Background: an optimization exercise with open tools, aiming at small area and a short achievable clock period. Do not read the settings as production practice. Function was checked by simulation only, so behaviour that the tests miss may differ from the original. No activity file was given, so power comes from the tool's default toggle rates.

==> run a <==
==> flow/design.v (excerpt) <==
module multiplier #(parameter N = 32) (
    input logic CLK, EN_mult, EN_blockRead, rst_n,
    input logic [15:0] mult_input0,
    input logic [15:0] mult_input1,
    input logic [N - 1:0] readMem_val,
    output logic RDY_mult, EN_readMem, EN_writeMem, VALID_memVal,
    output logic [N - 1:0] writeMem_val, memVal_data,
    output logic [5:0] writeMem_addr, readMem_addr
    );
    logic st_init, st_w, st_wf, st_f, st_r;
    logic [2:0] pipe_en;
    logic [5:0] wa, ra;
    logic vld;
    logic wr;          
    logic nxt_w;
    assign nxt_w = st_init | (st_w & ~(wr & (&wa))) | (st_r & (&ra));
    always_ff @(posedge CLK) begin
        if (!rst_n) begin
            st_init <= 1'b1; st_w <= 1'b0; st_wf <= 1'b0; st_f <= 1'b0; st_r <= 1'b0;
            pipe_en <= 3'b0;
            wr <= 1'b0;
            wa <= 6'd0;
            ra <= 6'd0;
            vld <= 1'b0;
        end else begin
            pipe_en <= {pipe_en[1:0], EN_mult};
            wr <= pipe_en[2] & nxt_w;
            st_init <= 1'b0;
            st_w  <= nxt_w;
            st_wf <= wr & (&wa);
            st_f  <= st_wf | (st_f & ~EN_blockRead);
            st_r  <= (st_f & EN_blockRead) | (st_r & ~(&ra));
            if (wr) wa <= wa + 6'd1;
            if (st_r) ra <= ra + 6'd1;
            vld <= st_r;
        end
    end
    assign RDY_mult = st_w;
    assign EN_writeMem = wr;
    assign EN_readMem = st_r;
    assign VALID_memVal = vld;
    assign writeMem_addr = wa;
    assign readMem_addr = ra;
    assign memVal_data = readMem_val;
    logic pp1;
    logic pp2;
    logic pp3;
    logic pp4;
    logic pp5;
    logic pp6;
    logic pp7;
    logic pp8;
    logic pp9;
    logic pp10;
    logic pp11;
    logic pp12;
    logic pp13;
    logic pp14;
    logic pp15;
    logic pp16;
    logic pp17;
    logic pp18;
    logic pp19;
    logic pp20;
    logic pp21;
    logic pp22;
    logic pp23;
    logic pp24;
    logic pp25;
    logic pp26;
    logic pp27;
    logic pp28;
    logic pp29;
    logic pp30;
    logic pp31;
    logic pp32;
    logic pp33;
    logic pp34;
    logic pp35;
    logic pp36;
    logic pp37;
    logic pp38;
    logic pp39;
    logic pp40;
    logic pp41;
    logic pp42;
    logic pp43;
    logic pp44;
    logic pp45;
    logic pp46;
    logic pp47;
    logic pp48;
    logic pp49;
    logic pp50;
    logic pp51;
    logic pp52;
    logic pp53;
    logic pp54;
    logic pp55;
  ...
Settings: LEC_CHECK=0, CAP_MARGIN=20, CORE_MARGIN=2, CORE_UTILIZATION=75, SETUP_SLACK_MARGIN=1.8, SLEW_MARGIN=20, SYNTH_HIERARCHICAL=1, SYNTH_MINIMUM_KEEP_SIZE=0; clock period 3.6 ns.
run.sh (not shown) runs the stock make flow with config.mk's settings and CLKGATE_MAP_FILE= SYNTH_SCRIPT=/design/flow/synth_recipe.tcl, a recipe that flattens the netlist after the stock synthesis.
==> run b (differences from run a) <==
CORE_UTILIZATION = 65   (was 75)
CTS_CLUSTER_SIZE = 25   (was unset)
==> run c (differences from run a) <==
==> flow/flow/run.sh (new file) <==
#!/bin/bash
# The standard layout, with OpenROAD's power recovery after global routing
# (downsizes gates on paths that have slack to spare).
bash standard.sh RECOVER_POWER=40 finish > standard.log 2>&1
==> flow/standard.sh (new file) <==
#!/bin/bash
# synth_recipe.tcl (not shown) runs the flow's synth.tcl, then flattens the netlist and writes it again
# the make line also repeats each setting of config.mk as NAME=value (left out here)
make -C /OpenROAD-flow-scripts/flow DESIGN_CONFIG=/design/flow/config.mk WORK_HOME=/design/flow/orfs CLKGATE_MAP_FILE= SYNTH_SCRIPT=/design/flow/synth_recipe.tcl "${@:-finish}"
CORE_UTILIZATION = 65   (was 75)
SETUP_SLACK_MARGIN = 1.85   (was 1.8)
removed: flow/run.sh
==> run d (differences from run a) <==
CORE_UTILIZATION = 65   (was 75)
GPL_TIMING_DRIVEN = 0   (was unset)
SETUP_SLACK_MARGIN = 1.85   (was 1.8)
==> qor.txt <==
H-tree levels = 1
CP Depth = 4
Die X = 156 um
Fraction of area in multi-input gates = 0.497
First DRT Iteration DRCs = 442
P_sw = 4.55 mW
Worst setup margin = 1.82 ns
LEAKAGE = 7.12 nW
Status = finished clean
DR WL/cell = 20.0 um
Worst R2R End = s3_1295$_DFF_P_
Inst Count DP = 1532
Met3 Use GR = 0.0472
Die height = 156 um
(the above is from run b)
==> qor.txt <==
Met3 Use GR = 0.0739
Inst Count DP = 1511
DR WL/cell = 24.1 um
Worst setup margin = 1.77 ns
Pin count of the biggest net entering global routing = 18
CP Depth = 4
Status = finished clean
LEAKAGE = 7.16 nW
First DRT Iteration DRCs = 892
Fraction of area in multi-input gates = 0.497
Worst R2R End = s3_1297$_DFF_P_
Die height = 145 um
P_sw = 4.93 mW
(the above is from run a)
==> qor.txt <==
First DRT Iteration DRCs = 431
P_sw = 4.60 mW
Fraction of area in multi-input gates = 0.494
Worst setup margin = 1.33 ns
Ports = 148
Post-CTS sizing = 395
DR WL/cell = 20.2 um
Met3 Use GR = 0.0572
H-tree levels = 2
Worst R2R End = s3_1294$_DFF_P_
Status = finished clean
LEAKAGE = 7.17 nW
Die height = 156 um
CP Depth = 4
(the above is from run c)
==> qor.txt <==
Worst R2R End = s3_1296$_DFF_P_
Fraction of area in multi-input gates = 0.436
First DRT Iteration DRCs = 863
Met3 Use GR = 0.0606
Clock sink total = 317
Clock latency on the worst-skew pair = 0.57 ns
Worst setup margin = 1.77 ns
H-tree levels = 1
Pin count of the biggest net entering global routing = 16
Post-Route WL = 42000 um
Die height = 156 um
CP Depth = 5
Top Registers = ra (6), wa (6), pipe_en (3)
DR WL/cell = 23.5 um
Status = finished clean
Max-slew violations = 0
Inst Count DP = 1660
Die X = 156 um
Core area = 0.0226 mm^2
(the above is from run d)

==> exp/pepper <==
Another version of the RTL of multiplier (not shown whole).
clock: 3.6 ns
lec_check: 0
cap_margin: 20
core_margin: 2
core_utilization: 65
setup_slack_margin: 1.9
slew_margin: 20
synth_hierarchical: 1
synth_minimum_keep_size: 0
Stock flow here: none of the scripts above is used.
==> exp/violet (differences from exp/pepper) <==
- CTS_CLUSTER_DIAMETER: not set -> 75
- CTS_CLUSTER_SIZE: not set -> 25
- PLACE_DENSITY_LB_ADDON: not set -> 0.15
==> exp/willow (differences from exp/pepper) <==
- CTS_CLUSTER_DIAMETER: not set -> 60
==> exp/ember (differences from exp/pepper) <==
- CTS_CLUSTER_DIAMETER: not set -> 75
- CTS_CLUSTER_SIZE: not set -> 25
- SETUP_SLACK_MARGIN: 1.9 -> 1.92
==> qor summary <==
Area added between synthesis and finish: exp/pepper 16.1%; exp/ember 12.5%; exp/willow 15.8%; exp/violet 12.5%
Run status: exp/pepper no timing/DRC/antenna violations; exp/ember no timing/DRC/antenna violations; exp/willow no timing/DRC/antenna violations; exp/violet no timing/DRC/antenna violations
Total met3 wirelength after detailed routing: exp/pepper 2.02 mm; exp/ember 1.66 mm; exp/willow 1.94 mm; exp/violet 2.39 mm
WP depth: exp/pepper 1; exp/ember 5; exp/willow 1; exp/violet 5
Via count of the first global-routing pass: exp/pepper 9164; exp/ember 8822; exp/willow 9130; exp/violet 8908
Worst slew margin relative to its limit: exp/pepper 77.9%; exp/ember 77.4%; exp/willow 77.8%; exp/violet 78.8%
Number of buffers created by CTS: exp/pepper 30; exp/ember 17; exp/willow 31; exp/violet 17
Largest stage delay, worst path: exp/pepper 0.35 ns; exp/ember 0.52 ns; exp/willow 0.35 ns; exp/violet 0.56 ns
Power drawn by the sequential cells: exp/pepper 5.25 mW; exp/ember 5.24 mW; exp/willow 5.25 mW; exp/violet 5.26 mW
Internal portion of total power: exp/pepper 8.64 mW; exp/ember 7.37 mW; exp/willow 8.45 mW; exp/violet 7.35 mW
Crit path time final: exp/pepper 1.72 ns; exp/ember 1.74 ns; exp/willow 1.75 ns; exp/violet 1.74 ns
Final nets: exp/pepper 1534; exp/ember 1521; exp/willow 1536; exp/violet 1524
Clock tree buffer count of the final layout: exp/pepper 39; exp/ember 17; exp/willow 42; exp/violet 17
Routing usage on met3: exp/pepper 5.44%; exp/ember 4.68%; exp/willow 5.46%; exp/violet 5.91%
Fraction of power consumed by the clock network: exp/pepper 26.9%; exp/ember 17.4%; exp/willow 25.9%; exp/violet 17.1%
Fraction of area in multi-input gates: exp/pepper 48.3%; exp/ember 50.1%; exp/willow 48.4%; exp/violet 50.0%
Crit path buffers/inverters: exp/pepper 1; exp/ember 2; exp/willow 1; exp/violet 2

==> job 7326 <==
multiplier again, from the RTL that the note above started with.
==> flow/design.v (excerpt) <==
module multiplier #(parameter N = 32) (
    input logic CLK, EN_mult, EN_blockRead, rst_n,
    input logic [15:0] mult_input0,
    input logic [15:0] mult_input1,
    input logic [N - 1:0] readMem_val,
    output logic RDY_mult, EN_readMem, EN_writeMem, VALID_memVal,
    output logic [N - 1:0] writeMem_val, memVal_data,
    output logic [5:0] writeMem_addr, readMem_addr
    );
    logic st_init, st_w, st_wf, st_f, st_r;
    logic [2:0] pipe_en;
    logic [5:0] wa, ra;
    logic vld;
    logic wr;          
    logic nxt_w;
    assign nxt_w = st_init | (st_w & ~(wr & (&wa))) | (st_r & (&ra));
    always_ff @(posedge CLK) begin
        if (!rst_n) begin
            st_init <= 1'b1; st_w <= 1'b0; st_wf <= 1'b0; st_f <= 1'b0; st_r <= 1'b0;
            pipe_en <= 3'b0;
            wr <= 1'b0;
            wa <= 6'd0;
            ra <= 6'd0;
            vld <= 1'b0;
        end else begin
            pipe_en <= {pipe_en[1:0], EN_mult};
  ...
clock: 3.6 ns
lec_check: 0
cap_margin: 20
core_margin: 2
core_utilization: 65
cts_cluster_diameter: 75
cts_cluster_size: 25
setup_slack_margin: 1.87
slew_margin: 20
synth_hierarchical: 1
synth_minimum_keep_size: 0
==> job 4210 (differences from job 7326) <==
SETUP_SLACK_MARGIN = 1.97   (was 1.87)
==> job 8477 (differences from job 7326) <==
CTS_CLUSTER_DIAMETER = unset   (was 75)
CTS_CLUSTER_SIZE = unset   (was 25)
SETUP_SLACK_MARGIN = 1.85   (was 1.87)
==> comparison table <==
| quantity | job 4210 | job 8477 | job 7326 |
|---|---|---|---|
| GRT met1 Usage | 36.4% | 38.6% | 38.2% |
| Pin count of the biggest net entering global routing | 26 | 18 | 26 |
| Post-route worst setup slack | 1.88 ns | 1.85 ns | 1.85 ns |
| Power in sequential cells | 5.25 mW | 5.24 mW | 5.22 mW |
| HPWL after DPL | 21500 µm | 21800 µm | 21800 µm |
| Pwr Density | 692 nW/µm² | 765 nW/µm² | 706 nW/µm² |
| Worst-case vdd ir drop | 391 µV | 386 µV | 349 µV |
| Sequential fraction of design power | 45.3% | 40.5% | 45.3% |
| Post-Route Utilization | 74.7% | 75.5% | 72.8% |
| Critical Path AT | 2.11 ns | 2.17 ns | 2.19 ns |
| DP Cell Count | 1475 | 1474 | 1474 |
| Hold Crit Endpoint | s2_951$_DFF_P_ | s3_1252$_DFF_P_ | s3_1248$_DFF_P_ |
| Final GP Congestion | 0.862 | 0.865 | 0.865 |
| Plain + repair buffers | 114 | 106 | 106 |
| Global-route wire length before repair | 47300 µm | 50400 µm | 48200 µm |
| Outcome | no timing/DRC/antenna violations | no timing/DRC/antenna violations | no timing/DRC/antenna violations |
| Global-route usage over all layers | 25.8% | 27.7% | 26.4% |
| Required time of the critical path | 3.99 ns | 4.02 ns | 4.04 ns |
| Total combinational power | 4.33 mW | 4.24 mW | 4.16 mW |

re-timing with driven ports:
No port has a modelled driver above. Below, the same layouts with a new extraction and two added sets of constraints.
Step 1, drivers: a clkbuf_16 drives CLK and a buf_2 each remaining input, both assumed.
Step 2, shift: input delay + t, output delay - t, t = (earliest + latest rising clock arrival at the registers) / 2. This alone moves slack from input paths to output paths.
Slacks: ideal ports / drivers / drivers and shift; pairs: ideal ports / drivers.
run | t, ns | setup WS [ns] | worst hold slack (ns) | worst data-port slew with drivers (ns) | cell pins on the clock port's net
run a | 0.598 | 1.770 / 1.776 / 1.198 | 0.319 / 0.319 / 0.319 | 0.08 | 1
run b | 0.607 | 1.816 / 1.786 / 1.238 | 0.326 / 0.326 / 0.326 | 0.07 | 1
run c | 0.544 | 1.325 / 1.338 / 0.793 | 0.325 / 0.325 / 0.325 | 0.07 | 1
run d | 0.609 | 1.770 / 1.733 / 1.167 | 0.324 / 0.324 / 0.324 | 0.07 | 1
exp/pepper | 0.595 | 1.878 / 1.829 / 1.311 | 0.324 / 0.324 / 0.324 | 0.09 | 1
exp/violet | 0.538 | 1.857 / 1.860 / 1.322 | 0.332 / 0.332 / 0.332 | 0.07 | 1
exp/willow | 0.616 | 1.852 / 1.803 / 1.315 | 0.324 / 0.324 / 0.324 | 0.09 | 1
exp/ember | 0.552 | 1.862 / 1.847 / 1.330 | 0.330 / 0.330 / 0.330 | 0.09 | 1
job 7326 | 0.551 | 1.850 / 1.846 / 1.327 | 0.330 / 0.330 / 0.330 | 0.08 | 1
job 4210 | 0.551 | 1.880 / 1.846 / 1.334 | 0.331 / 0.331 / 0.331 | 0.09 | 1
job 8477 | 0.599 | 1.845 / 1.817 / 1.268 | 0.326 / 0.326 / 0.326 | 0.08 | 1
After both steps every run listed still meets setup and hold. For run d, which loses most, drivers alone change the setup slack by -0.037 ns; drivers and shift together by -0.603 ns.
